This is an optimization exercise on Yosys and OpenROAD, whose aim is small area, not a production implementation.
Only simulation tests tie the RTL to the original design; equivalence was not proved.

===== design.v =====
`timescale 1ns / 1ps
module Motor_Controller
#(
parameter
      CLK_FREQUENCY     = 8'd4,       
      PWM_PERIOD        = 16'd2016,   
      SPEED_CTRL_PERIOD = 16'd2       
)
(
    input in_rst_n,
    input in_clk,
    input in_module_en,
    input in_fwd_dir,
    input in_PID_passby,
    input in_phA,
    input in_phB,
    input [15:0] in_speed_set,
    output reg [15:0] out_cur_speed,
    input [15:0] in_kp_param,
    input [15:0] in_ki_param,
    input [15:0] in_pid_out_max,
    input [15:0] in_pid_out_min,
    input [31:0] in_pid_ui_limit,
    output reg out_reg_PWMdir,
    output out_w_PWM
);
localparam CW = (PWM_PERIOD > 16'd8192) ? 15 : (PWM_PERIOD > 16'd4096) ? 14 :
                (PWM_PERIOD > 16'd2048) ? 12 : (PWM_PERIOD > 16'd1024) ? 11 :
                (PWM_PERIOD > 16'd512) ? 10 : (PWM_PERIOD > 16'd256) ? 9 :
                (PWM_PERIOD > 16'd128) ? 8 : (PWM_PERIOD > 16'd64) ? 7 :
                (PWM_PERIOD > 16'd32) ? 6 : 5;
localparam [2:0] P0F = 3'b000, P1 = 3'b001, P2 = 3'b011, P3 = 3'b010,
                 P4 = 3'b110, P5 = 3'b111, P6 = 3'b101, P0 = 3'b100;
reg [2:0] st;
wire idle = (st == P0F) | (st == P0);
wire s_p1 = (st == P1);
wire s_p2 = (st == P2);
wire s_p4 = (st == P4);
wire s_p5 = (st == P5);
wire spe;
always @(posedge in_clk) begin
    if (!in_rst_n) st <= P0F;
    else case (st)
        P0F, P0: if (in_module_en) st <= P1;
        P1: st <= P2;
        P2: st <= P3;
        P3: st <= P4;
        P4: st <= P5;
        P5: st <= P6;
        P6: if (spe) st <= P0;
        default: st <= P0F;
    endcase
end
reg [1:0] ph;             
reg [CW-1:0] count;       
reg started;              
always @(posedge in_clk) begin
    if (!in_rst_n) begin
        ph <= 2'd0;
        count <= {CW{1'b0}};
        started <= 1'b0;
    end else begin
        ph <= ph + 2'd1;
        if (ph == 2'd1) begin
            started <= 1'b1;
            if ((count & (PWM_PERIOD - 1)) == (PWM_PERIOD - 1)) count <= {CW{1'b0}};
            else count <= count + 1'b1;
        end
    end
end
assign spe = started & (ph == 2'd1) & (count == {CW{1'b0}});
reg [15:0] pwm_thres;
assign out_w_PWM = (count < pwm_thres);
reg a0, a1, b0, b1;
always @(posedge in_clk) begin
    a0 <= in_phA; a1 <= a0;
    b0 <= in_phB; b1 <= b0;
end
wire cnt_en = a0 ^ a1 ^ b0 ^ b1;
reg sA, sB, dir;
always @(posedge in_clk or negedge in_rst_n) begin
    if (!in_rst_n) begin
        sA <= 1'b0; sB <= 1'b0; dir <= 1'b0;
    end else if ((in_phA ^ sA) ^ (in_phB ^ sB)) begin
        sA <= in_phA; sB <= in_phB;
        dir <= sA ^ sB ^ in_phA ^ sA;
    end
end
reg [15:0] cnter;
wire enc_clr = (st == P0F) | s_p2;
wire [15:0] cbase = enc_clr ? 16'd0 : cnter;
wire csat = dir ? (cbase == 16'h8001) : (cbase == 16'h7fff);
always @(posedge in_clk) begin
    if (cnt_en & ~csat) cnter <= cbase + (dir ? 16'hffff : 16'h0001);
    else cnter <= cbase;
end
reg [15:0] err;
reg [31:0] ui;           
reg [31:0] x;            
reg [15:0] t16;          
reg tovh, tovl;          
reg [15:0] o5;           
reg sel7;
wire signed [15:0] ki_e = in_PID_passby ? 16'sd0 : in_ki_param;
wire signed [15:0] kp_e = in_PID_passby ? 16'sd256 : in_kp_param;
wire signed [15:0] max_e = in_PID_passby ? PWM_PERIOD : in_pid_out_max;
wire signed [15:0] min_e = in_PID_passby ? (16'd0 - PWM_PERIOD) : in_pid_out_min;
wire signed [31:0] lim = in_PID_passby ? 32'd0 : in_pid_ui_limit;
wire signed [15:0] m_a = st[0] ? ki_e : kp_e;
wire signed [31:0] prod = m_a * $signed(err);
wire signed [31:0] nlim = 32'd0 - lim;
wire gt = $signed(ui) > lim;
wire lt = $signed(ui) < nlim;
wire [31:0] clamp = gt ? lim : (lt ? nlim : ui);
wire signed [15:0] o3 = x[23:8] + t16;
wire t9 = tovh | (~tovl & ($signed(t16) > max_e));
wire t3 = tovl | (~tovh & ($signed(t16) < min_e));
wire t12 = o3 > max_e;
wire t13 = o3 < min_e;
wire cl = t9 | t3;
wire [15:0] o6 = sel7 ? max_e : o5;
wire [15:0] mag = o6[15] ? (16'd0 - o6) : o6;
always @(posedge in_clk) begin
    if (s_p1) err <= in_speed_set - (in_PID_passby ? 16'd0 : cnter);
    x <= clamp;
    t16 <= prod[23:8];
    tovh <= ~prod[31] & (prod[30:23] != 8'h00);
    tovl <= prod[31] & (prod[30:23] != 8'hff);
    o5 <= t9 ? max_e : ((t3 | t13) ? min_e : o3);
    sel7 <= t12 & ~cl;
end
always @(posedge in_clk) begin
    if (!in_rst_n) ui <= 32'd0;
    else if (s_p2) ui <= ui + prod;
    else if (s_p4 & ~cl) ui <= x;
end
always @(posedge in_clk) begin
    if (!in_rst_n) begin
        out_cur_speed <= 16'd0;
        out_reg_PWMdir <= 1'b0;
        pwm_thres <= 16'd0;
    end else begin
        if (s_p1) out_cur_speed <= cnter;
        if (s_p5) begin
            out_reg_PWMdir <= o6[15] ^ ~in_fwd_dir;
            pwm_thres <= in_PID_passby ? mag : {mag[10:0], 5'd0};
        end else if (idle & ~in_module_en) pwm_thres <= 16'd0;
    end
end
endmodule

===== run.sh =====
#!/bin/bash
# synth_recipe.tcl (not shown) runs the flow's synth.tcl, then flattens the netlist and writes it again
# the make line also repeats each setting of config.mk as NAME=value (left out here)
make -C /OpenROAD-flow-scripts/flow DESIGN_CONFIG=/design/flow/config.mk WORK_HOME=/design/flow/orfs CLKGATE_MAP_FILE= SYNTH_SCRIPT=/design/flow/synth_recipe.tcl finish

===== config.mk =====
export PLATFORM = sky130hd
export DESIGN_NAME = Motor_Controller
export DESIGN_NICKNAME = Motor_Controller
export VERILOG_FILES = /design/flow/design.v
export SDC_FILE = /design/flow/constraint.sdc
export NUM_CORES = 4
export LEC_CHECK = 0
export CAP_MARGIN = 20
export CORE_MARGIN = 2
export CORE_UTILIZATION = 40
export SLEW_MARGIN = 20

===== constraint.sdc =====
create_clock -name core_clock -period 10.0 [get_ports {in_clk}]
set_input_delay 2.0000 -clock core_clock [delete_from_list [all_inputs] [get_ports {in_clk}]]
set_output_delay 2.0000 -clock core_clock [all_outputs]
set_load 0.01 [all_outputs]

==> run notes <==
==> cell type report <==
type	count	area [um2]	area share
multi-input cells	2343	19700	0.656
clock inverters	15	155	0.00516
well taps	846	1060	0.0352
clock buffers	17	425	0.0142
flip-flops and latches	188	3940	0.131
repair buffers	387	3300	0.110
inverters	391	1470	0.0488
==> cells by family (layout without fill, tap and decap cells) <==
family | after synthesis | after routing
adder cells (fa/ha/maj) | 568 | 568
AND/OR/NAND/NOR | 962 | 962
XOR/XNOR | 148 | 148
buffers and inverters | 502 | 810
multiplexers | 63 | 63
AO/OA/AOI/OAI | 602 | 602
flip-flops | 188 | 188
==> layout by cell type, fill, tap and decap left out, types with 40 or more instances in the layout <==
cell and instances:
ha_1 299, clkdlybuf4s50_1 135, fa_1 263, nor2b_1 40, dfxtp_1 168, xnor2_1 95
nor2_1 210, buf_4 245, a21oi_1 179, inv_1 387, mux2i_1 53, o21ai_1 59
nand2_1 328, nor3_1 66, and2_1 143, xor2_1 49, o21ai_0 52, a21o_1 75
==> cells in the mapped netlist, types with 16 or more instances <==
cell type and instances:
a21o_1 75, a21oi_1 188, a31oi_1 33, and2_1 143, and3_1 23, clkbuf_1 98, dfxtp_1 169, edfxtp_1 16
fa_1 266, ha_1 301, inv_1 389, mux2i_1 55, nand2_1 329, nand2b_1 24, nand3_1 33, nand4_1 31
nor2_1 215, nor2b_1 41, nor3_1 68, o21a_1 22, o21ai_0 54, o21ai_1 62, o22ai_1 20, xnor2_1 98
xor2_1 49
==> how the worst min path moves through the flow <==
stage | startpoint | to
floorplan | b0 | b1
global placement | a0 | a1
detailed placement | b0 | b1
CTS | b0 | b1
global route | b0 | b1
finish | b0 | b1
==> state kept, by name, indices dropped and copies added, names as in the netlist, 2 cells and up, named ones only <==
| name | count |
|---|---|
| t16 | 16 |
| out_cur_speed | 16 |
| cnter | 16 |
| ph | 2 |
| count | 11 |
| pwm_thres | 16 |
| err | 16 |
| x | 32 |
| ui | 32 |
| o5 | 16 |
==> metal layers <==
layer,track usage,vias up,share of wire,wire length [um]
met2,0.370,448,0.47,33900
met1,0.314,10400,0.47,34100
met5,0,-,0,0
met4,0.0521,0,0.020,1420
li1,-,10800,-,-
met3,0.0186,80,0.037,2700
==> critical path, delay by kind of cell <==
family | cells | cell delay, ps
compound gates | 9 | 1450
xor+xnor | 2 | 560
fa+ha+maj | 8 | 3650
buf+inv | 7 | 1070
mux | 1 | 220
simple gates | 6 | 1150
==> per-stage QoR <==
| stage | worst slack [ps] | setup TNS, ps | hold WS (ps) |
|---|---|---|---|
| after floorplan | 2.83 | 0 | 349 |
| after global placement | -484 | -1140 | 357 |
| after detailed placement | -545 | -1340 | 357 |
| after CTS | 6.15 | 0 | 366 |
| after global routing | -47.9 | -47.9 | 377 |
| final | 264 | 0 | 363 |
==> timing repair <==
item,in CTS,in global routing
cloned,0,1
setup buffers,0,5
resized for setup,4,45
endpoints found under the setup margin,1,6
pin swaps,0,40
==> out/metrics.cfg <==
[outcome]
status=finished clean

[layout]
layout-drive-gt1-share=0.103
area_delta_synth_final_pct=18.7
nFillCells=6226
stdcell_area_um2=30100
final_net_count=4014
fin_cells=4187
utilization=0.478
diodes=0

[global_route]
grt_overflow=0
antenna_found_initial=0
grt_max_degree=53
grt_use_total=0.223
first_global_vias=21600
grt_pass1_wl_um=117000

[setup_path]
rr_worst_depth=33
r2r_slack_ps=1060
r2r-end=ui[30]
arrival_ps=10120
crit_top_cell=fa_1
crit_start=in_ki_param[4]
crit_type=input pin to flip-flop
endpoint_kind=flip-flop
worstPathRequired_ps=10390
crit_path_max_incr_delay_ps=590
rr_startpoint=st[0]
crit_fanout=8
cp-endpoint=ui[31]
worstSetupStartpointType=input pin
crit_slowest_cell=fa_1

[synthesis]
syn-instance-count=3033
yosys.area_share.simple=0.181
synthAdderAreaFrac=0.360
synthFlopType=dfxtp_1
syn-num-nets=3719
syn-cell-area_um2=25300
ys_types=79
ys_ff_latch=188
synth_warnings=1
seq_area_frac_synth=0.156
synthMuxAreaShare=0.0253
yosysTopAreaCellShare=0.210
synth_compound_area_frac=0.152
yosysTopAreaCell=fa_1
synth_top_family_by_area=adder cells
avgSynthCellArea_um2=8.35
synth-xor-area-share=0.0518
synth_edf_count=16
synth_area_leaders=fa_1 21%, ha_1 15%, dfxtp_1 13%
async_flop_share=0.0160

[timing]
finalCritPeriodShare=0.974
final_max_slew_viol_count=0
setup_viol=0
hold_viol_final=0
slew_headroom=0.348
min_period_ps=9740
worstMarginPinSlew_ps=979
fmaxAchievable_ghz=0.103
skew_ps=14.8

[place]
place_inst=4149
place_hpwl_um=59500
io_buffers=136
routabilityCongestion=0.894
post_dp_cell_area_um2=29200

[clock_network]
clockBufferDepth=2
cts_tree=yes
cts_hold_buf=0
clk_pin_slew_ps=70
cts_max_level=4
root_buffer=clkbuf_16
worstSkewPairLatency_ps=460
numClockSinks=188
cts_made_buffers=17

[die]
floorplan.initialDensity=0.403
ios=137
die_width_um=256
dieArea_um2=65300
core_area_um2=62900
rows=92
die_h_um=256

[route]
vias=21700
drtIter0Drc=1223
routedWlPerCell_um=17.2
drtAntennaViolNets=0
drc=0
dr.pass1.iters=5
viasPerCell=5.18
routed_wl_um=72100

[flow_run]
drv_cap=0

[hold_path]
hold_path.class=flip-flop to flip-flop
hold_depth=0

[what the ideal ports hide]
The results above use ideal ports. As a check the final layout listed here was re-extracted and re-timed, cells and wires unchanged. Step 1 sets driving cells, clkbuf_16 on the clock port and buf_2 on the other inputs (assumed; they add their load-dependent delay and slew). Step 2 moves the port delays by t, midway between the first and last clock arrival at a register: inputs arrive t later, outputs are due t later. That takes back most of the time a late clock gives input paths. a / b / c = ideal ports / drivers / drivers and shift; a / b = the first two.
shift t [ns]: 0.500
setup WS [ns]: 0.264 / 0.287 / -0.213
worst hold slack (ns): 0.363 / 0.363 / 0.363
worst data-port slew with drivers (ns): 0.07
cell pins on the clock port's net: 1
With both steps, setup timing fails in this run, where it was met with ideal ports. For this run, drivers alone change the setup slack by +0.023 ns; drivers and shift together by -0.477 ns.
